What follows belongs to an exercise in optimizing a design on an open flow for small area and a short achievable clock period; a production flow would make more cautious choices. In this exercise RTL edits were held to simulation tests only and were not proved equivalent to the original. Power and IR drop assume default switching activity.

<file path="flow/config.mk">
export PLATFORM = sky130hd
export DESIGN_NAME = fpadder
export DESIGN_NICKNAME = fpadder
export VERILOG_FILES = /design/flow/design.v
export SDC_FILE = /design/flow/constraint.sdc
export NUM_CORES = 4
export LEC_CHECK = 0
export CAP_MARGIN = 20
export CORE_MARGIN = 2
export CORE_UTILIZATION = 65
export CTS_BUF_LIST = sky130_fd_sc_hd__clkbuf_4 sky130_fd_sc_hd__clkbuf_8
export CTS_CLUSTER_DIAMETER = 80
export CTS_CLUSTER_SIZE = 50
export SETUP_SLACK_MARGIN = 2.5
export SLEW_MARGIN = 20
export TNS_END_PERCENT = 0
</file>
<file path="flow/constraint.sdc">
create_clock -name core_clock -period 4.0 [get_ports {clk}]
set_input_delay 0.8000 -clock core_clock [delete_from_list [all_inputs] [get_ports {clk}]]
set_output_delay 0.8000 -clock core_clock [all_outputs]
set_load 0.01 [all_outputs]
</file>
<file path="flow/design.v">
module fpadder(input [15:0] A, input [15:0] B, input clk, input rst, output reg [15:0] C);
reg        sa1, sb1, abig1;
reg [4:0]  eb1, d1;
reg [9:0]  ma1, mb1;
always @(posedge clk) begin
	sa1   <= A[15];
	sb1   <= B[15];
	abig1 <= A[14:0] > B[14:0];
	eb1   <= B[14:10];
	d1    <= A[14:10] - B[14:10];
	ma1   <= A[9:0];
	mb1   <= B[9:0];
end
wire [9:0]  xm1 = abig1 ? ma1 : mb1;
wire [9:0]  ym1 = abig1 ? mb1 : ma1;
wire [4:0]  sh1 = abig1 ? d1 : -d1;
wire [10:0] ys = {1'b1, ym1} >> sh1[3:0];
wire [10:0] yv = sh1[4] ? 11'd0 : ys;
wire        sub1 = sa1 ^ sb1;
reg        sign2, sub2;
reg [4:0]  exp2;    
reg [9:0]  xm2;
reg [10:0] ym2;
always @(posedge clk) begin
	sign2 <= abig1 ? sa1 : sb1;
	sub2  <= sub1;
	exp2  <= eb1 + (abig1 ? d1 : 5'd0) + 5'd1;
	xm2   <= xm1;
	ym2   <= yv ^ {11{sub1}};
end
wire [12:0] s = {2'b01, xm2, 1'b1} + {sub2, ym2, sub2};
reg        sign3;
reg [4:0]  exp3;    
reg [11:0] s3;
always @(posedge clk) begin
	sign3 <= sign2;
	exp3  <= exp2;
	s3    <= s[12:1];
end
reg [3:0] k;
always @(*) begin
	casez (s3[11:1])
	11'b1??????????: k = 4'd0;
	11'b01?????????: k = 4'd1;
	11'b001????????: k = 4'd2;
	11'b0001???????: k = 4'd3;
	11'b00001??????: k = 4'd4;
	11'b000001?????: k = 4'd5;
	11'b0000001????: k = 4'd6;
	11'b00000001???: k = 4'd7;
	11'b000000001??: k = 4'd8;
	11'b0000000001?: k = 4'd9;
	11'b00000000001: k = 4'd10;
	default:         k = 4'd1;
	endcase
end
wire [12:0] w = {s3, 1'b0} << k;
wire [5:0]  en = {exp3, 1'b1} + {1'b1, ~k, 1'b1};    
wire [4:0]  e = en[5:1];
wire zero = ~sign3 && exp3 == 5'd1 && s3 == 12'h800;
always @(posedge clk)
	C <= {sign3, e[4:1], e[0] & ~zero, w[11:2]};
endmodule
</file>
<file path="flow/flow/run.sh">
#!/bin/bash
# Standard layout, with plain buffers (not delay cells) on the ports.
set -euo pipefail
export BUFFER_PORTS_ARGS="-buffer_cell sky130_fd_sc_hd__buf_2"
bash standard.sh > standard.log 2>&1
</file>
<file path="flow/standard.sh">
#!/bin/bash
# synth_recipe.tcl (not shown) runs the flow's synth.tcl, then flattens the netlist and writes it again
# the make line also repeats each setting of config.mk as NAME=value (left out here)
make -C /OpenROAD-flow-scripts/flow DESIGN_CONFIG=/design/flow/config.mk WORK_HOME=/design/flow/orfs CLKGATE_MAP_FILE= SYNTH_SCRIPT=/design/flow/synth_recipe.tcl "${@:-finish}"
</file>
==> run summary, run 1 <==
Logic synthesis:
- The largest area contributor in the synthesized netlist is sky130_fd_sc_hd__dfxtp_1.
- The synthesized netlist devotes 6.623% of its cell area to XOR and XNOR gates.
- The synthesized area per cell is 10.00 µm².
- After synthesis the cells add up to 4591 µm².
- The count of flip-flops with a built-in enable after synthesis is 0.
- The area share of and/or/nand/nor cells after synthesis is 12.35%.
- By area the synthesized netlist is led by sky130_fd_sc_hd__dfxtp_1 41%, sky130_fd_sc_hd__ha_1 9.5%, sky130_fd_sc_hd__xnor2_1 5.5%.
- The largest family of logic cells by synthesized area is simple AND/OR/NAND/NOR gates.
- Of the post-synthesis cell area, the dominant cell type holds 41.43%.
- The adder-cell share of the synthesized area is 11.28%.
- For this run, the register share of the synthesized area comes to 41.43%.
- For this run, the leading register cell type out of synthesis is sky130_fd_sc_hd__dfxtp_1.
- The area fraction in compound gates after synthesis is 11.75%.
- The flip-flop and latch count after synthesis is 95.
- After synthesis, the share of flip-flops with an asynchronous set or reset is 0%.
- Multiplexer cells account for 11.20% of the synthesized area.
- The number of warnings reported in the yosys synthesis log is 1.
- The cell count after synthesis came out at 459.
- In this run, distinct cell masters in the synthesized netlist total 55.
- The synthesized net count is 532.

Placed design:
- The final weighted congestion in routability-driven placement is 0.8818.
- Once placement finished, the instance area stood at 4918 µm².
- The count of port buffers added during placement is 48.
- The final HPWL from detailed placement is 6.314 mm.

CTS:
- The CTS buffer count is 9.
- The tree built by TritonCTS fans out to 95 sinks.
- The clock edge transition at the registers on the reported setup and hold paths is 0.09 ns.
- The buffer cell driving the clock tree root is sky130_fd_sc_hd__clkbuf_8.
- The H-tree depth is 3.
- The clock insertion delay at the later pin of the skew report is 0.35 ns.
- The maximum buffer depth of the clock tree is 2.
- The TritonCTS clock tree is yes.
- The count of hold-fix buffers inserted at cts is 0.

STA:
- Setup repair after global routing could not meet its margin everywhere.
- The setup TNS is 0 ns.
- Setup violations remaining at the end of the flow were counted as 0.
- The number of pins exceeding their max-slew limit in the final report is 0.
- The number of failing hold endpoints at the final stage is 0.
- On the final layout, the worst clock skew is 0.005875 ns.
- Of the available clock period, the critical path in the final layout requires 55.53%.
- The time the worst path needs with I/O delays and setup is 2.221 ns.
- The actual transition at the worst max-transition pin is 0.8757 ns.
- Timing would allow up to 0.4502 GHz.
- The worst pin sits at a relative slew slack of 41.20%.

Power:
- For this design the ratio of total power to cell area is 724.5 nW/µm².
- The power share of the clock group is 14.4%.
- Of the total power, registers draw 37.7%.
- The analysis attributes to cell leakage a power of 2.356 nW.
- VDD sags by at most 250.5 µV.
- The share of total power consumed by net switching is 38.92%.
- The part of the power in combinational logic is 47.9%.
- The cell-internal power is 2.336 mW.
- The analysis attributes to net switching a power of 1.488 mW.

Worst setup path:
- STA puts the critical path data arrival time at 2.47 ns.
- The startpoint class of the critical path is a flip-flop.
- The kind of critical path is flip-flop to flip-flop.
- Along the worst path, the maximum fanout reaches 3.
- The buffering stage count on the worst path with inverters included is 2.
- For the worst setup path, the data required time is 4.25 ns.
- STA classifies the critical path endpoint as a flip-flop.
- The delay of the slowest critical-path stage is 0.56 ns.
- Grouping stages by cell kind, the critical path spends the most delay in simple AND/OR/NAND/NOR gates.
- Walking the worst path, the cells encountered are or4_4 > a21oi_4 > a21o_4 > inv_4 > ha_4 > fa_2 > inv_1 > a21o_1 > a21oi_2 > xor2_1.
- The slowest cell on the critical path is sky130_fd_sc_hd__or4_4.

Outcome:
- The run finished with no timing, DRC or antenna violations.

GRT:
- Summed over all layers, the global routing overflow is 0.
- The number of antenna violations at the first check in global routing came to 0.
- The largest net degree at the start of global routing is 18.
- The overall routing resource usage is 22.53%.
- The via count of the first global-routing pass came to 2990.
- The global-route wire length before repair is 13.48 mm.

Die:
- The initialized floorplan defines 30 standard-cell rows.
- The floorplan step defined a die boundary enclosing 7751 µm².
- The initial utilization of the core area, before any placement, comes to 67.20%.
- The die span in x is 88.04 µm.
- The die is 88.04 µm tall.
- The I/O pin total is 50.
- The floorplan core area is 6832 µm².

Layout:
- The number of antenna cells inserted is 0.
- The post-layout net count is 593.
- The relative area change from synthesis to final layout is 14.99%.
- The proportion of layout cells with a drive suffix above 1 is 25.19%.
- The finished cells cover 5279 µm².
- Fill cells in the final layout number 486.
- The final design utilization is 77.27%.

Drt:
- The via total after detailed routing is 3386.
- In the final routed layout, each cell accounts on average for 13.73 µm.
- The violation count after the first detailed-route iteration is 95.
- The detail-routed via count per cell is 5.461.
- In the routed design, unresolved DRC markers number 0.
- The aggregate routed wire length is 8.513 mm.
- The number of optimization iterations in the first detailed-route pass is 4.
- Once detail routing completed, the nets flagged for antenna violations numbered 0.

Worst hold path:
- The classification of the worst-slack hold path is flip-flop to flip-flop.

Job:
- Max-cap violations in this run came to 0.
==> synthesized netlist by cell type (all sizes together) (4+ instances only) <==
cell,number
buf,6
a31oi,4
nor4,6
nor3,10
nor2,38
mux2i,15
nand2,25
o21ai,18
mux2,14
ha,35
mux4,9
o21a,5
inv,45
a211oi,8
nor2b,7
fa,4
a21oi,25
nand3,7
a21o,11
clkbuf,5
dfxtp,95
nand4,6
xnor2,31
==> timing repair <==
action / CTS / global route
pin swaps: 4 / 3
cloned: 0 / 0
resized for setup: 17 / 12
setup buffers: 9 / 1
setup endpoints to repair: 66 / 57
==> cell type report <==
class | instances | area [µm²] | share of cell area, %
tap | 96 | 120.1 | 2.275
timing repair buffer | 61 | 345.3 | 6.542
inverter | 45 | 171.4 | 3.247
sequential | 95 | 1923 | 36.43
clock inverter | 6 | 45.04 | 0.8533
clock buffer | 9 | 123.9 | 2.347
multi-input combinational | 308 | 2550 | 48.31
==> power groups by stage <==
stage | Combinational, mW | Sequential (mW) | Clock (mW)
after floorplan | 1.28 | 1.42 | 0
after global placement | 1.58 | 1.43 | 0
after detailed placement | 1.63 | 1.44 | 0
after CTS | 1.76 | 1.43 | 0.562
after global routing | 1.99 | 1.47 | 0.607
final | 1.83 | 1.44 | 0.551
==> layout by cell type, fill, tap and decap left out, drive strengths merged, types with 4 or more instances in the layout <==
master and instances:
mux2i 15, clkbuf 9, nand3 7, a21oi 25
buf 61, nand2 25, nand4 6, a21o 11
nor3 10, nor2 38, xnor2 31, a211oi 8
o21a 5, nor2b 7, nor4 6, o21ai 18
mux2 14, inv 47, a31oi 4, ha 35
mux4 9, fa 4, dfxtp 95
==> registers in the layout (all words and copies together) (netlist names) <==
signal,cells
C,16
abig1,1
d1,5
eb1,5
exp2,5
exp3,5
ma1,10
mb1,10
s3,12
sa1,1
sb1,1
sign2,1
sign3,1
sub2,1
xm2,10
ym2,11
==> cells by family after synthesis <==
family                     after synthesis
AOI/OAI and AO/OA                       83
buffers and inverters                   56
and+or+nand+nor                        115
muxes                                   38
xor gates and xnor gates                33
DFF                                     95
adders and majority gates               39
==> routing by layer <==
layer  wire (µm)  vias up  part of all wire (%)  global-route usage (%)
li1            -     1725                     -                       -
met2        4196       94                    49                   39.60
met3         314       23                   3.7                   4.241
met4         218        0                   2.6                   8.815
met1        3784     1544                    44                   27.32
met5           0        -                     0                       0
==> path summary, 6_finish.rpt <==
path                            startpoint  endpoint  slack [ns]  depth (start not counted)
worst min-delay path                 sign2     sign3        0.33                          0
worst max register to register       s3[8]     C[14]        1.78                         10
worst max-delay path                 s3[8]     C[14]        1.78                         10
worst min register to register       sign2     sign3        0.33                          0
==> stage by stage <==
| step | worst slack [ns] | total power, mW | std cells | hold slack (ns) |
|---|---|---|---|---|
| after global routing | 1.721 | 4.072 | 620 | 0.3397 |
| final | 1.779 | 3.825 | 620 | 0.3310 |
| after CTS | 1.800 | 3.749 | 619 | 0.3346 |
| after floorplan | 1.675 | 2.696 | 459 | 0.3096 |
| after detailed placement | 1.167 | 3.072 | 595 | 0.3121 |
| after global placement | 1.226 | 3.010 | 595 | 0.3102 |
==> run 2, diff against run 1 <==
==> flow/config.mk (replaced) <==
export PLATFORM = sky130hd
export DESIGN_NAME = fpadder
export DESIGN_NICKNAME = fpadder
export VERILOG_FILES = /design/flow/design.v
export SDC_FILE = /design/flow/constraint.sdc
export NUM_CORES = 4
export LEC_CHECK = 0
export ABC_AREA = 1
export CAP_MARGIN = 20
export CORE_MARGIN = 2
export CORE_UTILIZATION = 50
export CTS_BUF_LIST = sky130_fd_sc_hd__clkbuf_4 sky130_fd_sc_hd__clkbuf_8
export CTS_CLUSTER_DIAMETER = 80
export CTS_CLUSTER_SIZE = 50
export SETUP_SLACK_MARGIN = 2.6
export SLEW_MARGIN = 20
export TNS_END_PERCENT = 0
==> run 2 against run 1 <==
  * Synthesized cell count is 30% higher
  * Flip-flop and latch count did not move
  * Combinational power up 5%
  * Final area grew 6.8%
  * Global-route usage decreased by 2.0 points
  * Sequential power about the same
  * Core utilization fell by 16 points
  * Critical path depth rose by 1
  * Non-clock buffer count is 10 higher
  * Largest cell class unchanged
==> run summary, run 2 <==
Layout:
- Relative to the synthesized area, the layout overhead comes to 19.36%.
- The flip-flop count of the largest register after layout is 16 (unchanged).
- The count of fill cells added during filler insertion is 846 (+74%).
- The proportion of layout cells with a drive suffix above 1 was 22.84% (-2.4 points).
- The area used by multi-input combinational logic is 2609 µm² (+2.3%).
- The post-layout net count came to 738 (+24%).
- The leading cell type in the layout, fill and taps excluded is sky130_fd_sc_hd__nand2_1.
- The largest registers in the layout are C (16), s3 (12), ym2 (11).
- The area taken by flip-flops and latches is 1942 µm² (+0.98%).
- The final design utilization is 61.32% (-16 points).
- The number of antenna cells inserted is 0 (unchanged).
- The top register by number of flip-flops is C.
- The number of standard cells in the final layout excluding fillers is 781 (+26%).
- The top cell types in the final layout, fill and taps aside, are 138 x sky130_fd_sc_hd__nand2_1, 83 x sky130_fd_sc_hd__dfxtp_1, 64 x sky130_fd_sc_hd__inv_1.

CTS:
- The clock insertion delay at the later pin of the skew report came to 0.34 ns (about the same).
- The CTS buffer count is 9 (unchanged).
- The total number of clock tree sinks is 95 (unchanged).
- The clock edge transition at the registers on the reported setup and hold paths came to 0.09 ns (about the same).
- The buffer cell driving the clock tree root is sky130_fd_sc_hd__clkbuf_8.
- The H-tree depth is 3 (unchanged).
- The maximum buffer depth of the clock tree is 2 (unchanged).
- TritonCTS built the clock tree.

Worst setup path:
- The startpoint class of the critical path is a flip-flop.
- The top fanout value on the critical path is 3 (unchanged).
- The worst reg2reg path depth is 11 (+1).
- The required arrival time at the worst endpoint is 4.28 ns (+0.03 ns).
- The kind of critical path is flip-flop to flip-flop.
- The kind of capture point of the worst setup path is a flip-flop.
- The worst endpoint data arrival time is 2.13 ns (-0.34 ns).
- The reg-to-reg setup timing slack is 2.15 ns (+0.37 ns).
- The worst reg2reg path endpoint is C[14].
- The origin of the critical flop-to-flop path is s3[4].

Logic synthesis:
- The synthesized net count is 669 (+26%).
- The synthesized area per cell came to 7.927 µm² (-21%).
- The count of flip-flops with a built-in enable after synthesis came to 0 (unchanged).
- The area fraction of the dominant cell type after synthesis is 40.25% (-1.2 points).
- The number of cells produced by synthesis came to 596 (+30%).
- Sorting the synthesized cells by area gives the leading types as sky130_fd_sc_hd__dfxtp_1 40%, sky130_fd_sc_hd__nand2_1 11%, sky130_fd_sc_hd__ha_1 9.3%.
- The most common cell in the synthesized netlist is sky130_fd_sc_hd__nand2_1.
- The largest area contributor in the synthesized netlist is sky130_fd_sc_hd__dfxtp_1.
- The fraction of synthesis flops using an asynchronous set or reset pin was 0% (unchanged).
- The number of warnings reported in the yosys synthesis log is 1 (unchanged).
- The cell area after synthesis came to 4725 µm² (+2.9%).
- The number of different library cells in the post-synthesis netlist came to 40 (-27%).
- The commonest cells after synthesis are 144 x sky130_fd_sc_hd__nand2_1, 95 x sky130_fd_sc_hd__dfxtp_1, 66 x sky130_fd_sc_hd__inv_1.
- The leading register cell type out of synthesis is sky130_fd_sc_hd__dfxtp_1.
- The portion of the post-synthesis area used by sequential elements is 40.25% (-1.2 points).
- The flip-flop and latch count after synthesis is 95 (unchanged).

Drt:
- The detail-routed via count per cell is 5.059 (-7.4%).
- The via total after detailed routing was 3951 (+17%).
- The violation count after the first detailed-route iteration is 120 (+26%).
- The wire length per cell after detailed routing is 12.53 µm (-8.8%).
- The number of optimization iterations in the first detailed-route pass was 5 (+1).
- The number of remaining DRC errors is 0 (unchanged).
- The remaining antenna violation count is 0 (unchanged).
- The aggregate routed wire length is 9.785 mm (+15%).

GRT:
- The largest net degree at the start of global routing is 34 (+16).
- The overall overflow remaining after global route is 0 (unchanged).
- The number of antenna violations at the first check in global routing is 0 (unchanged).
- The global-route wire length before repair came to 16.74 mm (+24%).
- The overall routing resource usage came to 20.50% (-2.0 points).
- The via count of the first global-routing pass was 3802 (+27%).

STA:
- The actual transition at the worst max-transition pin is 0.8834 ns (+0.007694 ns).
- The number of failing hold endpoints at the final stage is 0 (unchanged).
- The final number of setup-violating endpoints was 0 (unchanged).
- The share of the clock period used by the worst path was 46.32% (-9.2 points).
- The time the worst path needs with I/O delays and setup came to 1.853 ns (-0.3684 ns).
- The worst setup skew after layout came to 0.01049 ns (+0.004613 ns).
- The timing-limited maximum frequency is 0.5397 GHz (+20%).
- The setup TNS came to 0 ns (unchanged).
- The worst slew margin relative to its limit came to 40.91% (-0.29 points).
- The number of pins exceeding their max-slew limit in the final report is 0 (unchanged).
- Setup repair after global routing could not meet its margin everywhere.

Die:
- The floorplan core area came to 9196 µm² (+35%).
- The die span in x is 101.2 µm (+15%).
- The height of the chip is 101.2 µm (+15%).
- The starting density of the core is 51.37% (-16 points).
- The floorplan row count was 35 (+17%).
- The area of the die is 10240 µm² (+32%).
- The I/O pin total was 50 (unchanged).

Job:
- The number of max-capacitance violations reported came to 0 (unchanged).

Power:
- The static leakage is 2.782 nW (+18%).
- The maximum vdd ir drop is 215.7 µV (-14%).
- The power density normalized to cell area is 710.3 nW/µm² (-2.0%).

Placed design:
- The final HPWL from detailed placement came to 7.634 mm (+21%).
- The count of port buffers added during placement is 48 (unchanged).
- The number of placed instances, taps included is 743 (+25%).
- The final weighted congestion in routability-driven placement is 0.8826 (about the same).

Worst hold path:
- The count of cells along the worst hold path is 0 (unchanged).
- The capture endpoint of the worst hold path is exp3[4].
- The worst hold path begins at exp2[4].
- The classification of the worst-slack hold path is flip-flop to flip-flop.

Outcome:
- The flow ran to the end and the layout has no timing, DRC or antenna violations.
-- run 2: changes by cell type in the layout (fill, tap and decap cells not counted), moves of 8 or more --
cell,previous run,this run
sky130_fd_sc_hd__nand2_1,25,138
sky130_fd_sc_hd__xor2_1,2,19
sky130_fd_sc_hd__mux2i_1,14,0
sky130_fd_sc_hd__nor2_4,0,8
sky130_fd_sc_hd__nor2_1,37,15
sky130_fd_sc_hd__buf_4,11,21
sky130_fd_sc_hd__nand3_1,7,60
sky130_fd_sc_hd__inv_1,42,64
sky130_fd_sc_hd__o21ai_1,4,13
sky130_fd_sc_hd__mux4_2,9,0
sky130_fd_sc_hd__xnor2_1,28,8
sky130_fd_sc_hd__mux2_2,12,0
-- run 2: how the worst max path moves through the flow --
stage / slack, ns / cells past startpoint / endpoint / startpoint
finish: 2.15 / 11 / C[14] / s3[4]
global route: 2.08 / 10 / C[14] / s3[11]
CTS: 2.13 / 10 / C[14] / s3[10]
detailed placement: 1.41 / 12 / ym2[2] / d1[0]
global placement: 1.43 / 12 / ym2[2] / d1[0]
floorplan: 2.12 / 11 / C[14] / s3[11]
-- run 2: final cells by class --
cell class / instances / area share, %
Clock inverter: 5 / 1.132
Inverter: 74 / 5.258
Clock buffer: 11 / 2.685
Timing Repair Buffer: 71 / 7.766
Multi-Input combinational cell: 414 / 46.26
Sequential cell: 95 / 34.44
Tap cell: 111 / 2.463
-- run 2: through the flow --
stage                     hold WS, ns  power, mW  setup slack [ns]  cell area, µm²
after detailed placement       0.3128      3.102             1.411            5077
after CTS                      0.3348      3.977             2.125            5563
final                          0.3347      4.005             2.147            5639
after global routing           0.3394      4.352             2.085            5639
after global placement         0.3100      3.076             1.429            5077
after floorplan                0.3096      2.715             2.119            4776
-- run 2: cells by family after synthesis --
family / Yosys count / synth area share (%)
compound gates: 83 / 9.772
xor+xnor: 29 / 5.535
fa+ha+maj: 39 / 10.96
buf+inv: 87 / 7.627
flops: 95 / 40.25
simple gates: 263 / 25.85
-- run 2: power breakdown --
part	leakage (nW)	internal, mW	switching (mW)	total, mW
clock	0.106	0.328	0.324	0.651
sequential	0.805	1.26	0.164	1.42
combinational	1.87	0.801	1.13	1.93
-- run 2: what timing repair did --
| item | 4_1_cts | 5_1_grt |
|---|---|---|
| hold buffers | 0 | 0 |
| setup endpoints to repair | 60 | 60 |
| buffers inserted | 21 | 1 |
| resized for setup | 32 | 21 |
| pin swaps | 14 | 7 |
-- run 2: per-layer routing --
metal | global-route usage [%] | vias up | share of wire [%] | wire (µm)
met1 | 24.24 | 1769 | 44 | 4296
met4 | 9.459 | 0 | 2.7 | 265
met2 | 36.53 | 79 | 50 | 4902
li1 | - | 2082 | - | -
met3 | 3.106 | 21 | 3.3 | 321
met5 | 0 | - | 0 | 0
-- run 2: worst max-delay path, stage by stage, from the launching register on --
cell,delay (ns)
sky130_fd_sc_hd__dfxtp_4,0.37
sky130_fd_sc_hd__nor2_2,0.05
sky130_fd_sc_hd__nand2_1,0.10
sky130_fd_sc_hd__inv_2,0.06
sky130_fd_sc_hd__nand2_4,0.09
sky130_fd_sc_hd__nand2_2,0.07
sky130_fd_sc_hd__nor2_4,0.18
sky130_fd_sc_hd__nand2_8,0.07
sky130_fd_sc_hd__ha_4,0.16
sky130_fd_sc_hd__fa_2,0.36
sky130_fd_sc_hd__o21ai_2,0.14
sky130_fd_sc_hd__xnor2_1,0.13
==> run 3, diff against run 2 <==
--- a/flow/config.mk
+++ b/flow/config.mk
@@ -12,6 +12,6 @@
 export CTS_BUF_LIST = sky130_fd_sc_hd__clkbuf_4 sky130_fd_sc_hd__clkbuf_8
 export CTS_CLUSTER_DIAMETER = 80
 export CTS_CLUSTER_SIZE = 50
-export SETUP_SLACK_MARGIN = 2.6
+export SETUP_SLACK_MARGIN = 2.3
 export SLEW_MARGIN = 20
 export TNS_END_PERCENT = 0
==> run 3 against run 2 <==
  * Synthesized cell count did not move
  * Worst setup slack did not move
  * Die area did not move
  * Clock power barely moved
  * Critical endpoint unchanged
  * Non-clock buffer count did not move
  * Synthesized area did not move
  * Register-to-register slack barely moved
  * Sequential share of layout area did not move
  * First-iteration DRC count did not move
  * Clock skew did not move
  * Global-route usage did not move
==> run summary, run 3 <==
GRT:
- The largest net degree at the start of global routing was 34 (unchanged).
- The via count of the first global-routing pass is 3802 (unchanged).
- The global-route wire length before repair came to 16.74 mm (unchanged).
- The overall routing resource usage is 20.50% (unchanged).
- The overall overflow remaining after global route is 0 (unchanged).
- The number of antenna violations at the first check in global routing was 0 (unchanged).

STA:
- The worst setup skew after layout is 0.01049 ns (unchanged).
- The time the worst path needs with I/O delays and setup is 1.853 ns (unchanged).
- The worst slew margin relative to its limit is 40.91% (unchanged).
- The setup TNS is 0 ns (unchanged).
- The share of the clock period used by the worst path is 46.32% (unchanged).
- Setup repair after global routing could not meet its margin everywhere.
- The post-route worst setup slack was 2.147 ns (unchanged).
- The number of failing hold endpoints at the final stage is 0 (unchanged).
- The timing-limited maximum frequency was 0.5397 GHz (unchanged).
- The number of pins exceeding their max-slew limit in the final report was 0 (unchanged).
- The final number of setup-violating endpoints is 0 (unchanged).
- The actual transition at the worst max-transition pin is 0.8834 ns (unchanged).

Drt:
- The violation count after the first detailed-route iteration was 120 (unchanged).
- The via total after detailed routing was 3951 (unchanged).
- The remaining antenna violation count is 0 (unchanged).
- The number of optimization iterations in the first detailed-route pass is 5 (unchanged).
- The detail-routed via count per cell is 5.059 (unchanged).
- The wire length per cell after detailed routing came to 12.53 µm (unchanged).
- The aggregate routed wire length came to 9.785 mm (unchanged).
- The number of remaining DRC errors is 0 (unchanged).

Die:
- The area of the die came to 10240 µm² (unchanged).
- The I/O pin total came to 50 (unchanged).
- The height of the chip was 101.2 µm (unchanged).
- The floorplan core area is 9196 µm² (unchanged).
- The floorplan row count came to 35 (unchanged).
- The starting density of the core is 51.37% (unchanged).
- The die span in x came to 101.2 µm (unchanged).

CTS:
- The CTS buffer count was 9 (unchanged).
- The clock insertion delay at the later pin of the skew report is 0.34 ns (about the same).
- The H-tree depth is 3 (unchanged).
- The count of hold-fix buffers inserted at cts is 0 (unchanged).
- In this run the clock root is driven by a sky130_fd_sc_hd__clkbuf_8.
- The total number of clock tree sinks is 95 (unchanged).
- The maximum buffer depth of the clock tree is 2 (unchanged).
- The clock edge transition at the registers on the reported setup and hold paths was 0.09 ns (about the same).
- The TritonCTS clock tree is yes.

Logic synthesis:
- The flip-flop and latch count after synthesis is 95 (unchanged).
- The fraction of synthesis flops using an asynchronous set or reset pin is 0% (unchanged).
- The synthesized area per cell is 7.927 µm² (unchanged).
- The portion of the post-synthesis area used by sequential elements came to 40.25% (unchanged).
- The number of different library cells in the post-synthesis netlist came to 40 (unchanged).
- The cell area after synthesis is 4725 µm² (unchanged).
- The leading register cell type out of synthesis is sky130_fd_sc_hd__dfxtp_1.
- The area fraction of the dominant cell type after synthesis is 40.25% (unchanged).
- The synthesized net count is 669 (unchanged).
- The number of warnings reported in the yosys synthesis log came to 1 (unchanged).
- The largest area contributor in the synthesized netlist is sky130_fd_sc_hd__dfxtp_1.
- The count of flip-flops with a built-in enable after synthesis is 0 (unchanged).
- Among all cell types in the netlist, the one instantiated most often is sky130_fd_sc_hd__nand2_1.
- The number of cells produced by synthesis was 596 (unchanged).
- The commonest cells after synthesis are 144 x sky130_fd_sc_hd__nand2_1, 95 x sky130_fd_sc_hd__dfxtp_1, 66 x sky130_fd_sc_hd__inv_1.
- Yosys attributes the largest share of cell area to sky130_fd_sc_hd__dfxtp_1 40%, sky130_fd_sc_hd__nand2_1 11%, sky130_fd_sc_hd__ha_1 9.3%.

Worst setup path:
- The required arrival time at the worst endpoint came to 4.28 ns (about the same).
- The top fanout value on the critical path is 3 (unchanged).
- The kind of capture point of the worst setup path is a flip-flop.
- The worst endpoint data arrival time was 2.13 ns (about the same).
- The kind of critical path is flip-flop to flip-flop.
- The startpoint class of the critical path is a flip-flop.

Outcome:
- The run finished with no timing, DRC or antenna violations.

Layout:
- The relative area change from synthesis to final layout is 19.36% (unchanged).
- The flip-flop count of the largest register after layout is 16 (unchanged).
- The largest registers in the layout are C (16), s3 (12), ym2 (11).
- The post-layout net count is 738 (unchanged).
- The proportion of layout cells with a drive suffix above 1 came to 22.84% (unchanged).
- The library cell used most frequently in the layout, excluding fill and tap cells, is sky130_fd_sc_hd__nand2_1.
- The top register by number of flip-flops is C.
- The number of antenna cells inserted came to 0 (unchanged).
- The library cells used most frequently in the layout, excluding fill and tap cells, are 138 x sky130_fd_sc_hd__nand2_1, 83 x sky130_fd_sc_hd__dfxtp_1, 64 x sky130_fd_sc_hd__inv_1.
- The final design utilization was 61.32% (unchanged).

Placed design:
- The final HPWL from detailed placement is 7.634 mm (unchanged).
- The count of port buffers added during placement came to 48 (unchanged).
- The worst-case setup slack after placement was 1.411 ns (unchanged).
- The final weighted congestion in routability-driven placement is 0.8826 (unchanged).

Worst hold path:
- The min-delay analysis places its worst path in the category flip-flop to flip-flop.

Power:
- The power density normalized to cell area is 710.3 nW/µm² (unchanged).
- The static leakage is 2.782 nW (unchanged).
- The maximum vdd ir drop is 215.7 µV (unchanged).

Job:
- The number of max-capacitance violations reported is 0 (unchanged).
run 3: cell counts after synthesis:
No cell type changed its count.
run 3: worst paths after layout:
check / startpoint / endpoint / slack [ns] / cells past startpoint
hold / removal: exp2[4] / exp3[4] / 0.33 / 0
hold reg to reg: exp2[4] / exp3[4] / 0.33 / 0
setup reg to reg: s3[4] / C[14] / 2.15 / 11
setup / recovery: s3[4] / C[14] / 2.15 / 11
run 3: report_power, final:
part	internal (mW)	switching, mW
logic	0.801	1.13
clock network	0.328	0.324
registers	1.26	0.164
total	2.39	1.62
run 3: repair_timing:
action | in CTS | in global routing
endpoints found under the setup margin | 31 | 31
gates cloned | 0 | 0
gates resized for setup | 32 | 21
buffers inserted | 21 | 1
pin swaps | 14 | 7
run 3: layer usage:
metal | vias up | GRT usage, % | routed length, µm
met5 | - | 0 | 0
met3 | 21 | 3.106 | 321
met1 | 1769 | 24.24 | 4296
li1 | 2082 | - | -
met2 | 79 | 36.53 | 4902
met4 | 0 | 9.459 | 265
run 3: final cells by class:
class,instances,area [µm²]
Clock inverter,5,63.81
Timing Repair Buffer,71,437.9
Fill cell,846,3557
Sequential cell,95,1942
Clock buffer,11,151.4
Multi-Input combinational cell,414,2609
Inverter,74,296.5
Tap cell,111,138.9
run 3: logic make-up (layout without fill, tap and decap cells):
logic type	Yosys count	count (layout)	synth area share, %
AOI/OAI and AO/OA	83	83	9.772
xor gates and xnor gates	29	29	5.535
adders and majority gates	39	39	10.96
buffers and inverters	87	161	7.627
DFF	95	95	40.25
and+or+nand+nor	263	263	25.85
run 3: critical path, cell delays in order (launching register included):
cell and delay [ns]:
sky130_fd_sc_hd__dfxtp_4 0.37, sky130_fd_sc_hd__nor2_2 0.05, sky130_fd_sc_hd__nand2_1 0.10, sky130_fd_sc_hd__inv_2 0.06
sky130_fd_sc_hd__nand2_4 0.09, sky130_fd_sc_hd__nand2_2 0.07, sky130_fd_sc_hd__nor2_4 0.18, sky130_fd_sc_hd__nand2_8 0.07
sky130_fd_sc_hd__ha_4 0.16, sky130_fd_sc_hd__fa_2 0.36, sky130_fd_sc_hd__o21ai_2 0.14, sky130_fd_sc_hd__xnor2_1 0.13
run 3: stage by stage:
stage / area, µm² / hold WS [ns] / total power [mW] / instances
after floorplan: 4776 / 0.3096 / 2.715 / 596
after global placement: 5077 / 0.3100 / 3.076 / 743
after detailed placement: 5077 / 0.3128 / 3.102 / 743
after CTS: 5563 / 0.3348 / 3.977 / 780
after global routing: 5639 / 0.3394 / 4.352 / 781
final: 5639 / 0.3347 / 4.005 / 781
==> run 4, diff against run 3 <==
--- a/flow/config.mk
+++ b/flow/config.mk
@@ -8,7 +8,7 @@
 export ABC_AREA = 1
 export CAP_MARGIN = 20
 export CORE_MARGIN = 2
-export CORE_UTILIZATION = 50
+export CORE_UTILIZATION = 30
 export CTS_BUF_LIST = sky130_fd_sc_hd__clkbuf_4 sky130_fd_sc_hd__clkbuf_8
 export CTS_CLUSTER_DIAMETER = 80
 export CTS_CLUSTER_SIZE = 50
==> run 4 against run 3 <==
  * Largest power group unchanged
  * Total power down 2.4%
  * Count of clock-buffer cells in the layout up 1
  * Combinational power down 3%
  * Global-route usage down 8.5 points
  * Clock skew up 0.0012 ns
==> run summary, run 4 <==
Outcome:
- The flow ran to the end and the layout has no timing, DRC or antenna violations.

Worst hold path:
- The tightest min-delay check is of the flip-flop to flip-flop type.

Worst setup path:
- The worst setup path is captured at a flip-flop.
- The worst reg2reg path endpoint is C[14].
- STA classifies the critical path startpoint as a flip-flop.
- The required arrival time at the worst endpoint is 4.29 ns (about the same).
- The most critical setup path has its endpoint at C[14].
- The worst endpoint data arrival time is 2.12 ns (about the same).
- The critical path launch point is s3[6].
- The worst reg2reg path depth is 10 (-1).
- The kind of critical path is flip-flop to flip-flop.
- The reg-to-reg setup timing slack is 2.17 ns (+0.03 ns).
- The top fanout value on the critical path is 4 (+1).
- The startpoint identified for the worst register-to-register timing path is s3[6].

STA:
- The number of failing hold endpoints at the final stage came to 0 (unchanged).
- Setup repair after global routing could not meet its margin everywhere.
- The number of pins exceeding their max-slew limit in the final report is 0 (unchanged).
- The worst slew margin relative to its limit is 71.55% (+31 points).
- The timing-limited maximum frequency is 0.5475 GHz (+1.4%).
- The setup TNS was 0 ns (unchanged).
- The post-route worst setup slack is 2.174 ns (+0.02628 ns).
- The worst setup skew after layout is 0.01166 ns (+0.001169 ns).
- The share of the clock period used by the worst path is 45.66% (-0.66 points).
- The actual transition at the worst max-transition pin is 0.4234 ns (-0.4600 ns).
- The time the worst path needs with I/O delays and setup is 1.826 ns (-0.02628 ns).
- The final number of setup-violating endpoints is 0 (unchanged).

Layout:
- The relative area change from synthesis to final layout is 20.76%.
- In the layout the commonest cells are 137 x sky130_fd_sc_hd__nand2_1, 85 x sky130_fd_sc_hd__dfxtp_1, 63 x sky130_fd_sc_hd__inv_1.
- The number of antenna cells inserted is 0 (unchanged).
- The proportion of layout cells with a drive suffix above 1 was 21.94% (-0.90 points).
- C holds more flip-flops than any other register.
- The flip-flop count of the largest register after layout is 16 (unchanged).
- Leaving out fill and tap cells, the most frequent cell in the layout is sky130_fd_sc_hd__nand2_1.
- The post-layout net count came to 738 (unchanged).
- The largest registers in the layout are C (16), s3 (12), ym2 (11).

Power:
- The part of the power in combinational logic was 48.0% (-0.3 points).
- The sequential group share of total power is 36.0% (+0.5 points).
- The static leakage is 2.771 nW (-0.39%).
- The share of total power consumed by net switching is 40.07% (-0.38 points).
- The power share of the clock group is 16.0% (-0.3 points).
- The cell-internal power is 2.342 mW (-1.8%).
- The switching power was 1.566 mW (-3.3%).
- The power density normalized to cell area is 685.0 nW/µm² (-3.6%).
- The maximum vdd ir drop is 267.3 µV (+24%).

Job:
- The number of max-capacitance violations reported is 0 (unchanged).

Logic synthesis:
- Yosys attributes the largest share of cell area to sky130_fd_sc_hd__dfxtp_1 40%, sky130_fd_sc_hd__nand2_1 11%, sky130_fd_sc_hd__ha_1 9.3%.
- The portion of the post-synthesis area used by sequential elements is 40.25% (unchanged).
- The synthesized net count is 669 (unchanged).
- The number of warnings reported in the yosys synthesis log was 1 (unchanged).
- The fraction of synthesis flops using an asynchronous set or reset pin is 0% (unchanged).
- The number of different library cells in the post-synthesis netlist is 40 (unchanged).
- The flip-flop and latch count after synthesis is 95 (unchanged).
- The number of cells produced by synthesis is 596 (unchanged).
- In the synthesized netlist, the cells that appear most often are 144 x sky130_fd_sc_hd__nand2_1, 95 x sky130_fd_sc_hd__dfxtp_1, 66 x sky130_fd_sc_hd__inv_1.
- The area fraction of the dominant cell type after synthesis is 40.25% (unchanged).
- The cell area after synthesis came to 4725 µm² (unchanged).
- The synthesized area per cell was 7.927 µm² (unchanged).
- The leading register cell type out of synthesis is sky130_fd_sc_hd__dfxtp_1.
- The count of flip-flops with a built-in enable after synthesis was 0 (unchanged).
- In the post-synthesis netlist, the cell with the most instances is sky130_fd_sc_hd__nand2_1.
- The largest area contributor in the synthesized netlist is sky130_fd_sc_hd__dfxtp_1.

Die:
- The starting density of the core is 30.85% (-21 points).
- The die span in x is 129.5 µm (+28%).
- The height of the chip is 129.5 µm (+28%).
- The floorplan row count is 45 (+29%).
- The area of the die is 16770 µm² (+64%).
- The floorplan core area is 15310 µm² (+67%).
- The I/O pin total is 50 (unchanged).

Drt:
- The violation count after the first detailed-route iteration was 137 (+14%).
- The number of optimization iterations in the first detailed-route pass is 4 (-1).
- The via total after detailed routing is 3879 (-1.8%).
- The remaining antenna violation count is 0 (unchanged).
- The detail-routed via count per cell is 4.403 (-13%).
- The wire length per cell after detailed routing was 10.69 µm (-15%).
- The aggregate routed wire length came to 9.416 mm (-3.8%).
- The number of remaining DRC errors came to 0 (unchanged).

GRT:
- The largest net degree at the start of global routing is 33 (-2.9%).
- The number of antenna violations at the first check in global routing was 0 (unchanged).
- The overall routing resource usage was 12.03% (-8.5 points).
- The via count of the first global-routing pass is 3687 (-3.0%).
- The global-route wire length before repair was 16.18 mm (-3.3%).
- The overall overflow remaining after global route is 0 (unchanged).

CTS:
- The buffer cell driving the clock tree root is sky130_fd_sc_hd__clkbuf_8.
- The clock edge transition at the registers on the reported setup and hold paths was 0.09 ns (about the same).
- The total number of clock tree sinks came to 95 (unchanged).
- The count of hold-fix buffers inserted at cts is 0 (unchanged).
- The H-tree depth is 3 (unchanged).
- The maximum buffer depth of the clock tree came to 2 (unchanged).
- The TritonCTS clock tree is yes.
- The clock insertion delay at the later pin of the skew report was 0.36 ns (+0.02 ns).
- The CTS buffer count is 9 (unchanged).

Placed design:
- The final HPWL from detailed placement came to 7.312 mm (-4.2%).
- The final weighted congestion in routability-driven placement is 0.8505 (-3.6%).
- The worst-case setup slack after placement is 1.565 ns (+0.1539 ns).
- The count of port buffers added during placement is 48 (unchanged).
run 4: cell counts after synthesis:
Identical to the previous run, type by type.
run 4: final cells by class:
| class | count | area [µm²] |
|---|---|---|
| Clock buffer | 12 | 146.4 |
| Clock inverter | 4 | 53.80 |
| Fill cell | 1624 | 9609 |
| Inverter | 74 | 297.8 |
| Multi-Input combinational cell | 414 | 2584 |
| Sequential cell | 95 | 1934 |
| Tap cell | 211 | 264.0 |
| Timing Repair Buffer | 71 | 425.4 |
run 4: kinds of logic after synthesis:
kind of cell               synth area share [%]
AOI/OAI and AO/OA                         9.772
xor gates and xnor gates                  5.535
and+or+nand+nor                           25.85
DFF                                       40.25
adders and majority gates                 10.96
buffers and inverters                     7.627
run 4: power by group through the flow:
stage,sequential [mW],clock (mW),combinational (mW)
2_1_floorplan,1.42,0,1.29
3_3_place_gp,1.43,0,1.63
3_5_place_dp,1.43,0,1.64
4_1_cts,1.40,0.646,1.83
5_1_grt,1.44,0.690,2.14
6_report,1.41,0.625,1.87
run 4: repair_timing:
item,4_1_cts,5_1_grt
buffers inserted,15,5
endpoints found under the setup margin,32,32
gates resized for setup,26,20
pin swaps,12,10
run 4: worst min path at each step:
stage	slack, ns	from	depth (start not counted)	end
after CTS	0.33	exp2[3]	0	exp3[3]
after global routing	0.34	exp2[3]	0	exp3[3]
final	0.33	exp2[3]	0	exp3[3]
after global placement	0.31	exp2[2]	0	exp3[2]
after floorplan	0.31	exp2[0]	0	exp3[0]
after detailed placement	0.31	exp2[3]	0	exp3[3]
run 4: metrics by stage:
stage | instance area [µm²] | utilization [%] | std cells | total power [mW] | hold slack [ns]
after detailed placement | 5218 | 34.07 | 845 | 3.078 | 0.3121
after CTS | 5607 | 36.61 | 876 | 3.879 | 0.3334
after global routing | 5705 | 37.25 | 881 | 4.263 | 0.3401
after global placement | 5218 | 34.07 | 845 | 3.065 | 0.3114
final | 5705 | 37.25 | 881 | 3.908 | 0.3325
after floorplan | 4776 | - | 596 | 2.715 | 0.3096
run 4: critical path, cell delays in order, from the launching register on:
cell	delay [ns]
sky130_fd_sc_hd__dfxtp_4	0.35
sky130_fd_sc_hd__nor2_4	0.17
sky130_fd_sc_hd__nand2_4	0.09
sky130_fd_sc_hd__nor2_4	0.10
sky130_fd_sc_hd__nand2_4	0.08
sky130_fd_sc_hd__nand4_4	0.13
sky130_fd_sc_hd__nand2_8	0.06
sky130_fd_sc_hd__ha_4	0.16
sky130_fd_sc_hd__fa_2	0.35
sky130_fd_sc_hd__o21ai_2	0.14
sky130_fd_sc_hd__xnor2_1	0.13
run 4: per-layer routing:
layer  share of wire [%]  vias up  global-route usage [%]
li1                    -     2092                       -
met1                  46     1670                   13.99
met2                  47       91                   20.87
met3                 4.1       26                   3.427
met4                 2.9        0                   4.870
met5                   0        -                       0
==> run 5, diff against run 4 <==
--- a/flow/config.mk
+++ b/flow/config.mk
@@ -8,7 +8,7 @@
 export ABC_AREA = 1
 export CAP_MARGIN = 20
 export CORE_MARGIN = 2
-export CORE_UTILIZATION = 30
+export CORE_UTILIZATION = 45
 export CTS_BUF_LIST = sky130_fd_sc_hd__clkbuf_4 sky130_fd_sc_hd__clkbuf_8
 export CTS_CLUSTER_DIAMETER = 80
 export CTS_CLUSTER_SIZE = 50
==> run 5 against run 4 <==
  * Highest routed layer unchanged
  * Die area fell by 32%
  * Sequential power barely moved
  * Via count rose by 0.52%
  * Worst hold slack got worse by 0.012 ns
==> run summary, run 5 <==
Drt:
- The number of remaining DRC errors is 0 (unchanged).
- The remaining antenna violation count is 0 (unchanged).
- The violation count after the first detailed-route iteration is 122 (-11%).
- The wire length per cell after detailed routing is 12.37 µm (+16%).
- The aggregate routed wire length came to 9.942 mm (+5.6%).
- The via total after detailed routing came to 3899 (+0.52%).
- The detail-routed via count per cell came to 4.850 (+10%).
- The number of optimization iterations in the first detailed-route pass is 5 (+1).

CTS:
- TritonCTS built the clock tree.
- The H-tree depth is 3 (unchanged).
- The maximum buffer depth of the clock tree is 2 (unchanged).
- The clock insertion delay at the later pin of the skew report is 0.36 ns (about the same).
- The count of hold-fix buffers inserted at cts came to 0 (unchanged).
- The clock edge transition at the registers on the reported setup and hold paths is 0.10 ns (about the same).
- The CTS buffer count is 9 (unchanged).
- The tree is rooted in a sky130_fd_sc_hd__clkbuf_8.
- The total number of clock tree sinks was 95 (unchanged).

Layout:
- Compared with the post-synthesis result, the final layout area differs by 20.10%.
- In the layout the commonest cells are 139 x sky130_fd_sc_hd__nand2_1, 81 x sky130_fd_sc_hd__dfxtp_1, 63 x sky130_fd_sc_hd__inv_1.
- The final design utilization is 55.21% (+18 points).
- The flip-flop count of the largest register after layout came to 16 (unchanged).
- C holds more flip-flops than any other register.
- In the final layout, the registers with the most flip-flops are C (16), s3 (12), ym2 (11).
- The proportion of layout cells with a drive suffix above 1 is 22.75% (+0.81 points).
- The count of fill cells added during filler insertion is 999 (-38%).
- The number of antenna cells inserted is 0 (unchanged).
- The library cell used most frequently in the layout, excluding fill and tap cells, is sky130_fd_sc_hd__nand2_1.
- The post-layout net count was 736 (-0.27%).

Logic synthesis:
- The cell area after synthesis is 4725 µm² (unchanged).
- The most common cell in the synthesized netlist is sky130_fd_sc_hd__nand2_1.
- The count of flip-flops with a built-in enable after synthesis came to 0 (unchanged).
- The synthesized net count came to 669 (unchanged).
- The area fraction of the dominant cell type after synthesis is 40.25% (unchanged).
- The number of cells produced by synthesis came to 596 (unchanged).
- Counting instances in the post-synthesis netlist gives the leading cell types as 144 x sky130_fd_sc_hd__nand2_1, 95 x sky130_fd_sc_hd__dfxtp_1, 66 x sky130_fd_sc_hd__inv_1.
- The fraction of synthesis flops using an asynchronous set or reset pin is 0% (unchanged).
- The portion of the post-synthesis area used by sequential elements is 40.25% (unchanged).
- The flip-flop and latch count after synthesis is 95 (unchanged).
- Among all flip-flop cells after synthesis, the most frequent one is sky130_fd_sc_hd__dfxtp_1.
- The number of different library cells in the post-synthesis netlist is 40 (unchanged).
- The biggest area contributor in the post-synthesis netlist is sky130_fd_sc_hd__dfxtp_1.
- The number of warnings reported in the yosys synthesis log is 1 (unchanged).
- The synthesized area per cell is 7.927 µm² (unchanged).
- After synthesis, the cell types taking the most area are sky130_fd_sc_hd__dfxtp_1 40%, sky130_fd_sc_hd__nand2_1 11%, sky130_fd_sc_hd__ha_1 9.3%.

Die:
- The height of the chip came to 106.5 µm (-18%).
- The floorplan row count came to 37 (-18%).
- The area of the die is 11330 µm² (-32%).
- The starting density of the core came to 45.97% (+15 points).
- The floorplan core area was 10280 µm² (-33%).
- The die span in x is 106.5 µm (-18%).
- The I/O pin total is 50 (unchanged).

Worst setup path:
- The worst endpoint data arrival time came to 2.11 ns (about the same).
- The logic depth of the worst setup path including buffers came to 8 (-2).
- The kind of critical path is primary input to flip-flop.
- The worst reg2reg path depth is 11 (+1).
- The reg-to-reg setup timing slack is 2.18 ns (about the same).
- The delay of the slowest critical-path stage was 0.32 ns (-0.03 ns).
- The buffering stage count on the worst path with inverters included came to 2 (+2).
- The startpoint identified for the worst register-to-register timing path is s3[6].
- The kind of capture point of the worst setup path is a flip-flop.
- The required arrival time at the worst endpoint is 4.24 ns (-0.05 ns).
- The cell occurring most often along the worst timing path is sky130_fd_sc_hd__a21oi_1.
- The slowest cell on the critical path is sky130_fd_sc_hd__ha_1.
- The worst setup path is launched from a primary input.
- Traced cell by cell, the critical path runs through buf_2 > inv_1 > ha_1 > a21o_1 > a21oi_1 > nor2_1 > a211oi_1 > a21oi_1.
- The worst reg2reg path endpoint is C[14].
- The top fanout value on the critical path came to 4 (unchanged).
- The category of cells accounting for the largest share of critical-path delay is compound AO/OA/AOI/OAI gates.

GRT:
- The overall routing resource usage came to 18.53% (+6.5 points).
- The number of antenna violations at the first check in global routing was 0 (unchanged).
- The largest net degree at the start of global routing was 33 (unchanged).
- In this run the most used layer during global routing was met2.
- The global-route wire length before repair was 16.75 mm (+3.5%).
- The met2 demand-to-capacity share in global routing is 34.34% (+13 points).
- The via count of the first global-routing pass is 3833 (+4.0%).
- The met1 track demand over resource in global routing came to 20.55% (+6.6 points).
- The global routing usage on met3 is 2.452% (-0.97 points).
- The overall overflow remaining after global route is 0 (unchanged).

STA:
- The worst slew margin relative to its limit is 47.83% (-24 points).
- The actual transition at the worst max-transition pin came to 0.7799 ns (+0.3565 ns).
- The number of failing hold endpoints at the final stage was 0 (unchanged).
- The number of pins exceeding their max-slew limit in the final report is 0 (unchanged).
- The setup TNS is 0 ns (unchanged).
- The final number of setup-violating endpoints is 0 (unchanged).
- Setup repair after global routing could not meet its margin everywhere.
- The time the worst path needs with I/O delays and setup was 1.878 ns (+0.05105 ns).
- The share of the clock period used by the worst path is 46.94% (+1.3 points).
- The worst setup skew after layout is 0.01189 ns (+0.0002290 ns).
- The timing-limited maximum frequency is 0.5326 GHz (-2.7%).

Worst hold path:
- The count of cells along the worst hold path is 0 (unchanged).
- The capture endpoint of the worst hold path is exp3[4].
- The startpoint of the most critical hold path is exp2[4].
- In this run the worst hold path is classified as flip-flop to flip-flop.

Outcome:
- The flow ran to the end and the layout has no timing, DRC or antenna violations.

Power:
- The maximum vdd ir drop is 296.6 µV (+11%).
- The power density normalized to cell area is 719.1 nW/µm² (+5.0%).
- The static leakage is 2.778 nW (+0.25%).

Placed design:
- The final weighted congestion in routability-driven placement is 0.8414 (-1.1%).
- The count of port buffers added during placement is 48 (unchanged).
- The final HPWL from detailed placement is 7.624 mm (+4.3%).

Job:
- The number of max-capacitance violations reported is 0 (unchanged).
-- run 5: cell families (layout without fill, tap and decap cells) --
logic type               Yosys count  in the layout  synth area share (%)
AO/OA/AOI/OAI                     83             83                 9.772
XOR/XNOR                          29             29                 5.535
adder cells (fa/ha/maj)           39             39                 10.96
buffers and inverters             87            159                 7.627
flip-flops                        95             95                 40.25
AND/OR/NAND/NOR                  263            263                 25.85
-- run 5: timing repair --
action | CTS | global route
endpoints found under the hold margin | 0 | 0
resized for setup | 25 | 24
pin swaps | 10 | 6
setup buffers | 16 | 4
endpoints found under the setup margin | 31 | 33
-- run 5: power breakdown --
| part | leakage (nW) | total (mW) | internal, mW | switching [mW] |
|---|---|---|---|---|
| combinational | 1.86 | 1.92 | 0.798 | 1.13 |
| clock | 0.116 | 0.744 | 0.416 | 0.328 |
| sequential | 0.804 | 1.41 | 1.25 | 0.162 |
| total | 2.78 | 4.08 | 2.47 | 1.61 |
-- run 5: per-layer routing --
| layer | wire length, µm | vias up |
|---|---|---|
| li1 | - | 2077 |
| met1 | 4251 | 1740 |
| met2 | 5150 | 69 |
| met3 | 319 | 13 |
| met4 | 221 | 0 |
| met5 | 0 | - |
-- run 5: per-stage QoR --
| step | hold slack, ns | cells | cell area, µm² | power (mW) | setup WS [ns] |
|---|---|---|---|---|---|
| final | 0.3207 | 804 | 5674 | 4.080 | 2.122 |
| after global routing | 0.3327 | 804 | 5674 | 4.402 | 2.078 |
| after CTS | 0.3196 | 800 | 5567 | 4.035 | 2.121 |
| after detailed placement | 0.3121 | 768 | 5109 | 3.098 | 1.343 |
| after global placement | 0.3109 | 768 | 5109 | 3.075 | 1.424 |
| after floorplan | 0.3096 | 596 | 4776 | 2.715 | 2.119 |
-- run 5: final cells by class --
class	count	area, µm²	share of cell area (%)
flip-flops and latches	95	1937	34.13
multi-input cells	414	2606	45.93
clock buffers	9	123.9	2.183
clock inverters	7	118.9	2.095
inverters	74	291.5	5.138
repair buffers	69	426.7	7.519
well taps	136	170.2	2.999
-- run 5: worst max path at each step --
stage	from	endpoint	slack, ns
after global placement	d1[0]	ym2[2]	1.42
after CTS	s3[10]	C[14]	2.12
after global routing	s3[8]	C[14]	2.08
final	B[12]	abig1	2.12
after detailed placement	d1[0]	ym2[2]	1.34
after floorplan	s3[11]	C[14]	2.12
==> run 6, diff against run 5 <==
--- a/flow/config.mk
+++ b/flow/config.mk
@@ -8,7 +8,7 @@
 export ABC_AREA = 1
 export CAP_MARGIN = 20
 export CORE_MARGIN = 2
-export CORE_UTILIZATION = 45
+export CORE_UTILIZATION = 40
 export CTS_BUF_LIST = sky130_fd_sc_hd__clkbuf_4 sky130_fd_sc_hd__clkbuf_8
 export CTS_CLUSTER_DIAMETER = 80
 export CTS_CLUSTER_SIZE = 50
==> run 6 against run 5 <==
  * Critical endpoint is now C[14]
  * Via count up 0.77%
  * Non-clock buffer count down 3
  * Final area down 1.4%
  * Largest power group unchanged
  * Wire length down 4.2%
  * Core utilization down 6.4 points
  * Clock power down 19%
  * Total power down 4.6%
  * Highest routed layer unchanged
  * Clock skew down 0.00079 ns
  * Synthesized cell count unchanged
  * Fmax up 2.9%
  * Still clean
==> run summary, run 6 <==
Logic synthesis:
- The number of different library cells in the post-synthesis netlist came to 40 (unchanged).
- The cell area after synthesis is 4725 µm² (unchanged).
- The synthesized area per cell is 7.927 µm² (unchanged).
- The number of warnings reported in the yosys synthesis log is 1 (unchanged).
- The largest area contributor in the synthesized netlist is sky130_fd_sc_hd__dfxtp_1.
- The portion of the post-synthesis area used by sequential elements was 40.25% (unchanged).
- After synthesis, the cell types taking the most area are sky130_fd_sc_hd__dfxtp_1 40%, sky130_fd_sc_hd__nand2_1 11%, sky130_fd_sc_hd__ha_1 9.3%.
- The area fraction of the dominant cell type after synthesis is 40.25% (unchanged).
- The flip-flop and latch count after synthesis was 95 (unchanged).
- By count the netlist is led by 144 x sky130_fd_sc_hd__nand2_1, 95 x sky130_fd_sc_hd__dfxtp_1, 66 x sky130_fd_sc_hd__inv_1.
- The leading register cell type out of synthesis is sky130_fd_sc_hd__dfxtp_1.
- The number of cells produced by synthesis is 596 (unchanged).
- Yosys instantiated no cell more often than sky130_fd_sc_hd__nand2_1.
- The fraction of synthesis flops using an asynchronous set or reset pin is 0% (unchanged).
- The count of flip-flops with a built-in enable after synthesis came to 0 (unchanged).
- The synthesized net count came to 669 (unchanged).

Layout:
- The flip-flop count of the largest register after layout is 16 (unchanged).
- The post-layout net count is 733 (-0.41%).
- The library cells used most frequently in the layout, excluding fill and tap cells, are 137 x sky130_fd_sc_hd__nand2_1, 83 x sky130_fd_sc_hd__dfxtp_1, 62 x sky130_fd_sc_hd__inv_1.
- The post-route cell area is 5597 µm² (-1.4%).
- The relative area change from synthesis to final layout is 18.46%.
- The proportion of layout cells with a drive suffix above 1 came to 22.11% (-0.65 points).
- The number of antenna cells inserted came to 0 (unchanged).
- The area taken by flip-flops and latches is 1937 µm² (unchanged).
- The count of fill cells added during filler insertion was 1124 (+13%).
- The library cell used most frequently in the layout, excluding fill and tap cells, is sky130_fd_sc_hd__nand2_1.
- The top register by number of flip-flops is C.
- The largest registers in the layout are C (16), s3 (12), ym2 (11).
- The area used by multi-input combinational logic is 2595 µm² (-0.43%).

STA:
- The worst slew margin relative to its limit came to 40.96% (-6.9 points).
- The final number of setup-violating endpoints is 0 (unchanged).
- The time the worst path needs with I/O delays and setup came to 1.825 ns (-0.05252 ns).
- The number of failing hold endpoints at the final stage came to 0 (unchanged).
- The setup TNS is 0 ns (unchanged).
- The share of the clock period used by the worst path is 45.62% (-1.3 points).
- The actual transition at the worst max-transition pin is 0.8826 ns (+0.1027 ns).
- Setup repair after global routing could not meet its margin everywhere.
- The number of pins exceeding their max-slew limit in the final report is 0 (unchanged).
- The timing-limited maximum frequency is 0.5479 GHz (+2.9%).
- The worst setup skew after layout is 0.01110 ns (-0.0007882 ns).

Job:
- The number of max-capacitance violations reported is 0 (unchanged).

CTS:
- The clock edge transition at the registers on the reported setup and hold paths is 0.09 ns (about the same).
- The count of hold-fix buffers inserted at cts is 0 (unchanged).
- The clock insertion delay at the later pin of the skew report came to 0.37 ns (about the same).
- The buffer cell driving the clock tree root is sky130_fd_sc_hd__clkbuf_8.
- The total number of clock tree sinks was 95 (unchanged).
- The CTS buffer count is 9 (unchanged).
- The maximum buffer depth of the clock tree is 2 (unchanged).
- The H-tree depth is 3 (unchanged).
- The TritonCTS clock tree is yes.

Worst setup path:
- The reg-to-reg setup timing slack was 2.18 ns (about the same).
- The required arrival time at the worst endpoint was 4.30 ns (+0.06 ns).
- The top fanout value on the critical path was 4 (unchanged).
- The kind of capture point of the worst setup path is a flip-flop.
- The critical path in this run is classified as flip-flop to flip-flop.
- The worst endpoint data arrival time was 2.13 ns (+0.02 ns).
- The startpoint class of the critical path is a flip-flop.
- The worst reg2reg path depth is 10 (-1).

GRT:
- The via count of the first global-routing pass is 3764 (-1.8%).
- The overall overflow remaining after global route is 0 (unchanged).
- The number of antenna violations at the first check in global routing is 0 (unchanged).
- The overall routing resource usage was 15.46% (-3.1 points).
- The largest net degree at the start of global routing is 33 (unchanged).
- The global-route wire length before repair is 15.90 mm (-5.1%).

Power:
- The maximum vdd ir drop came to 333.9 µV (+13%).
- The static leakage is 2.751 nW (-0.97%).
- The power density normalized to cell area is 695.5 nW/µm² (-3.3%).
- The post-route total power is 3.893 mW (-4.6%).

Die:
- The floorplan row count was 39 (+5.4%).
- The I/O pin total is 50 (unchanged).
- The floorplan core area is 11470 µm² (+12%).
- The die span in x is 112.7 µm (+5.8%).
- The starting density of the core is 41.20% (-4.8 points).
- The area of the die is 12700 µm² (+12%).
- The height of the chip is 112.7 µm (+5.8%).

Drt:
- The number of remaining DRC errors is 0 (unchanged).
- The number of optimization iterations in the first detailed-route pass is 4 (-1).
- The wire length per cell after detailed routing was 11.79 µm (-4.7%).
- The detail-routed via count per cell is 4.863 (+0.27%).
- The aggregate routed wire length is 9.526 mm (-4.2%).
- The violation count after the first detailed-route iteration came to 206 (+69%).
- The via total after detailed routing came to 3929 (+0.77%).
- The remaining antenna violation count is 0 (unchanged).

Placed design:
- The final HPWL from detailed placement is 7.500 mm (-1.6%).
- The count of port buffers added during placement is 48 (unchanged).
- The post-detailed-placement cell area is 5117 µm² (+0.17%).
- The final weighted congestion in routability-driven placement is 0.8566 (+1.8%).

Outcome:
- The flow ran to the end and the layout has no timing, DRC or antenna violations.

Worst hold path:
- The count of cells along the worst hold path is 0 (unchanged).
- The classification of the worst-slack hold path is flip-flop to flip-flop.
[run 6: area by class of cell]
class | count | area share [%]
sequential | 95 | 34.61
clock inverter | 3 | 0.2683
clock buffer | 13 | 3.197
multi-input combinational | 414 | 46.37
timing repair buffer | 66 | 7.154
inverter | 74 | 5.209
tap | 143 | 3.197
[run 6: what timing repair did]
| item | in CTS | in global routing |
|---|---|---|
| pin swaps | 9 | 10 |
| resized for setup | 21 | 27 |
| setup buffers | 10 | 7 |
| endpoints found under the setup margin | 31 | 32 |
[run 6: worst max-delay path, cell delays in order, from the launching register on]
cell,delay [ns]
sky130_fd_sc_hd__dfxtp_4,0.37
sky130_fd_sc_hd__nor2_4,0.15
sky130_fd_sc_hd__inv_2,0.07
sky130_fd_sc_hd__nor2_4,0.13
sky130_fd_sc_hd__nand2_4,0.07
sky130_fd_sc_hd__nand4_4,0.12
sky130_fd_sc_hd__nand2_8,0.07
sky130_fd_sc_hd__ha_4,0.16
sky130_fd_sc_hd__fa_2,0.35
sky130_fd_sc_hd__o21ai_2,0.13
sky130_fd_sc_hd__xnor2_1,0.12
[run 6: metal layers]
layer	global-route usage, %	up-vias	routed length, µm
li1	-	2080	-
met1	17.27	1761	4126
met2	28.26	71	4844
met3	3.078	17	329
met4	6.829	0	225
met5	0	-	0
[run 6: logic make-up after synthesis]
family | after synthesis | synth area share [%]
AOI/OAI and AO/OA | 83 | 9.772
xor gates and xnor gates | 29 | 5.535
adders and majority gates | 39 | 10.96
buffers and inverters | 87 | 7.627
DFF | 95 | 40.25
and+or+nand+nor | 263 | 25.85
[run 6: stage by stage]
| step | util [%] | hold WS, ns | setup WS (ns) | instances |
|---|---|---|---|---|
| 2_1_floorplan | - | 0.3096 | 2.119 | 596 |
| 3_3_place_gp | 44.63 | 0.3128 | 1.442 | 775 |
| 3_5_place_dp | 44.63 | 0.3121 | 1.377 | 775 |
| 4_1_cts | 47.65 | 0.3226 | 2.103 | 801 |
| 5_1_grt | 48.81 | 0.3302 | 2.080 | 808 |
| 6_report | 48.81 | 0.3180 | 2.175 | 808 |
[run 6: where the power goes]
group,switching (mW),internal [mW],total [mW]
Clock,0.315,0.291,0.605
Combinational,1.11,0.762,1.87
Sequential,0.162,1.25,1.41
Total,1.59,2.30,3.89
[run 6: final timing paths]
path,endpoint,startpoint
worst max-delay path,C[14],s3[10]
worst min-delay path,sign3,sign2
worst max register to register,C[14],s3[10]
worst min register to register,sign3,sign2
==> run 7, diff against run 6 <==
--- a/flow/config.mk
+++ b/flow/config.mk
@@ -14,4 +14,4 @@
 export CTS_CLUSTER_SIZE = 50
 export SETUP_SLACK_MARGIN = 2.3
 export SLEW_MARGIN = 20
-export TNS_END_PERCENT = 0
+export TNS_END_PERCENT = 10
==> run 7 against run 6 <==
  * Critical endpoint unchanged
  * Worst hold slack gained 0.0082 ns
  * Critical path depth is the same
  * Total power up 1.1%
  * Flip-flop and latch count stayed put
  * First-iteration DRC count is 31% higher
  * Synthesized area stayed put
  * Synthesized cell count did not move
  * Still clean on timing, DRC and antenna
  * Global-route usage grew 0.71 points
  * Fmax is 1.5% lower
  * Register-to-register slack worse by 0.03 ns
  * Combinational power up 5%
  * Non-clock buffer count rose by 7
==> run summary, run 7 <==
Logic synthesis:
- The most common cell in the synthesized netlist is sky130_fd_sc_hd__nand2_1.
- The number of cells produced by synthesis is 596 (unchanged).
- The leading register cell type out of synthesis is sky130_fd_sc_hd__dfxtp_1.
- The portion of the post-synthesis area used by sequential elements is 40.25% (unchanged).
- The number of different library cells in the post-synthesis netlist came to 40 (unchanged).
- The number of warnings reported in the yosys synthesis log is 1 (unchanged).
- Yosys attributes the largest share of cell area to sky130_fd_sc_hd__dfxtp_1 40%, sky130_fd_sc_hd__nand2_1 11%, sky130_fd_sc_hd__ha_1 9.3%.
- Ranked by instance count, the synthesized netlist is headed by 144 x sky130_fd_sc_hd__nand2_1, 95 x sky130_fd_sc_hd__dfxtp_1, 66 x sky130_fd_sc_hd__inv_1.

GRT:
- The largest net degree at the start of global routing was 20 (-39%).
- The global-route wire length before repair is 16.67 mm (+4.8%).
- The via count of the first global-routing pass is 3849 (+2.3%).

Layout:
- The flip-flop count of the largest register after layout is 16 (unchanged).
- The largest registers in the layout are C (16), s3 (12), ym2 (11).
- Relative to the synthesized area, the layout overhead comes to 19.92%.
- The proportion of layout cells with a drive suffix above 1 came to 23.43% (+1.3 points).
- The register with the most flip-flops in the final layout is C.
- The library cells used most frequently in the layout, excluding fill and tap cells, are 138 x sky130_fd_sc_hd__nand2_1, 82 x sky130_fd_sc_hd__dfxtp_1, 65 x sky130_fd_sc_hd__inv_1.

Outcome:
- The run finished with no timing, DRC or antenna violations.

Power:
- The post-route total power is 3.937 mW (+1.1%).

STA:
- The time the worst path needs with I/O delays and setup is 1.853 ns (+0.02787 ns).
- The worst setup skew after layout is 0.009188 ns (-0.001911 ns).
- The final number of setup-violating endpoints is 0 (unchanged).
- The actual transition at the worst max-transition pin is 0.8019 ns (-0.08072 ns).
- The number of pins exceeding their max-slew limit in the final report was 0 (unchanged).
- The number of failing hold endpoints at the final stage is 0 (unchanged).
- The setup TNS is 0 ns (unchanged).

CTS:
- The CTS buffer count is 9 (unchanged).
- The clock insertion delay at the later pin of the skew report is 0.36 ns (about the same).
- The count of hold-fix buffers inserted at cts came to 0 (unchanged).
- The buffer cell driving the clock tree root is sky130_fd_sc_hd__clkbuf_8.
- The H-tree depth is 3 (unchanged).
- The total number of clock tree sinks was 95 (unchanged).

Drt:
- The number of optimization iterations in the first detailed-route pass came to 4 (unchanged).
- The via total after detailed routing is 3998 (+1.8%).
- The wire length per cell after detailed routing is 12.07 µm (+2.4%).
- The detail-routed via count per cell is 4.918 (+1.1%).
- The remaining antenna violation count is 0 (unchanged).
- The violation count after the first detailed-route iteration came to 269 (+31%).
- The number of remaining DRC errors is 0 (unchanged).

Worst setup path:
- Walking the worst path, the cells encountered are nor2_4 > nand2_4 > nor2_4 > nand2_4 > nand4_4 > nand2_8 > ha_4 > fa_2 > o21ai_2 > xnor2_1.
- The worst endpoint data arrival time was 2.14 ns (about the same).
- The category of cells accounting for the largest share of critical-path delay is simple AND/OR/NAND/NOR gates.
- The critical path in this run is classified as flip-flop to flip-flop.
- The startpoint class of the critical path is a flip-flop.

Die:
- The I/O pin total was 50 (unchanged).

Placed design:
- The count of port buffers added during placement was 48 (unchanged).
- The final HPWL from detailed placement is 7.457 mm (-0.57%).
- The final weighted congestion in routability-driven placement is 0.8452 (-1.3%).

Worst hold path:
- The path class of the tightest hold or removal check is flip-flop to flip-flop.
[run 7: path summary, 6_finish.rpt]
check                 end  slack, ns     from  cells past startpoint
setup / recovery    C[14]       2.15    s3[7]                     10
hold / removal    exp3[2]       0.33  exp2[2]                      0
setup reg to reg    C[14]       2.15    s3[7]                     10
hold reg to reg   exp3[2]       0.33  exp2[2]                      0
[run 7: final cells by class]
cell class	instances	area share, %
clock buffer	13	2.937
clock inverter	1	0.08834
inverter	74	5.190
multi-input combinational	414	46.53
sequential	95	34.25
tap	143	3.158
timing repair buffer	73	7.840
[run 7: what timing repair did]
action / 4_1_cts / 5_1_grt
endpoints found under the setup margin: 30 / 30
pin swaps: 11 / 6
setup buffers: 19 / 6
resized for setup: 30 / 20
[run 7: where the power goes]
| part | switching (mW) | internal [mW] | leakage [nW] | total, mW |
|---|---|---|---|---|
| Combinational | 1.14 | 0.816 | 1.89 | 1.96 |
| Sequential | 0.160 | 1.25 | 0.805 | 1.41 |
| Clock | 0.298 | 0.266 | 0.0922 | 0.565 |
| Total | 1.60 | 2.33 | 2.78 | 3.94 |
[run 7: metal layers]
| metal | share of wire (%) | track usage [%] | vias to the layer above |
|---|---|---|---|
| met5 | 0 | 0 | - |
| met4 | 3.7 | 9.106 | 0 |
| met3 | 3.1 | 3.078 | 28 |
| met2 | 51 | 29.78 | 70 |
| met1 | 42 | 17.17 | 1813 |
| li1 | - | - | 2087 |
[run 7: cell families (layout without fill, tap and decap cells)]
| logic type | count (synthesis) | after routing | share of synthesized area, % |
|---|---|---|---|
| flops | 95 | 95 | 40.25 |
| compound gates | 83 | 83 | 9.772 |
| xor+xnor | 29 | 29 | 5.535 |
| simple gates | 263 | 263 | 25.85 |
| fa+ha+maj | 39 | 39 | 10.96 |
| buf+inv | 87 | 161 | 7.627 |
[run 7: per-stage QoR]
step / cells / util [%] / instance area (µm²) / hold WS [ns]
global route: 813 / 49.41 / 5665 / 0.3376
finish: 813 / 49.41 / 5665 / 0.3263
global placement: 774 / 44.59 / 5114 / 0.3124
CTS: 807 / 48.35 / 5544 / 0.3269
floorplan: 596 / - / 4803 / 0.3096
detailed placement: 774 / 44.59 / 5114 / 0.3121

Re-timed with assumed drivers on the ports (clkbuf_16 on the clock, buf_2 on other inputs), run 7 has 2.147 ns of setup slack against 2.147 ns with ideal ports, and 1.818 ns once port delays also move by the mid clock arrival of 0.392 ns.
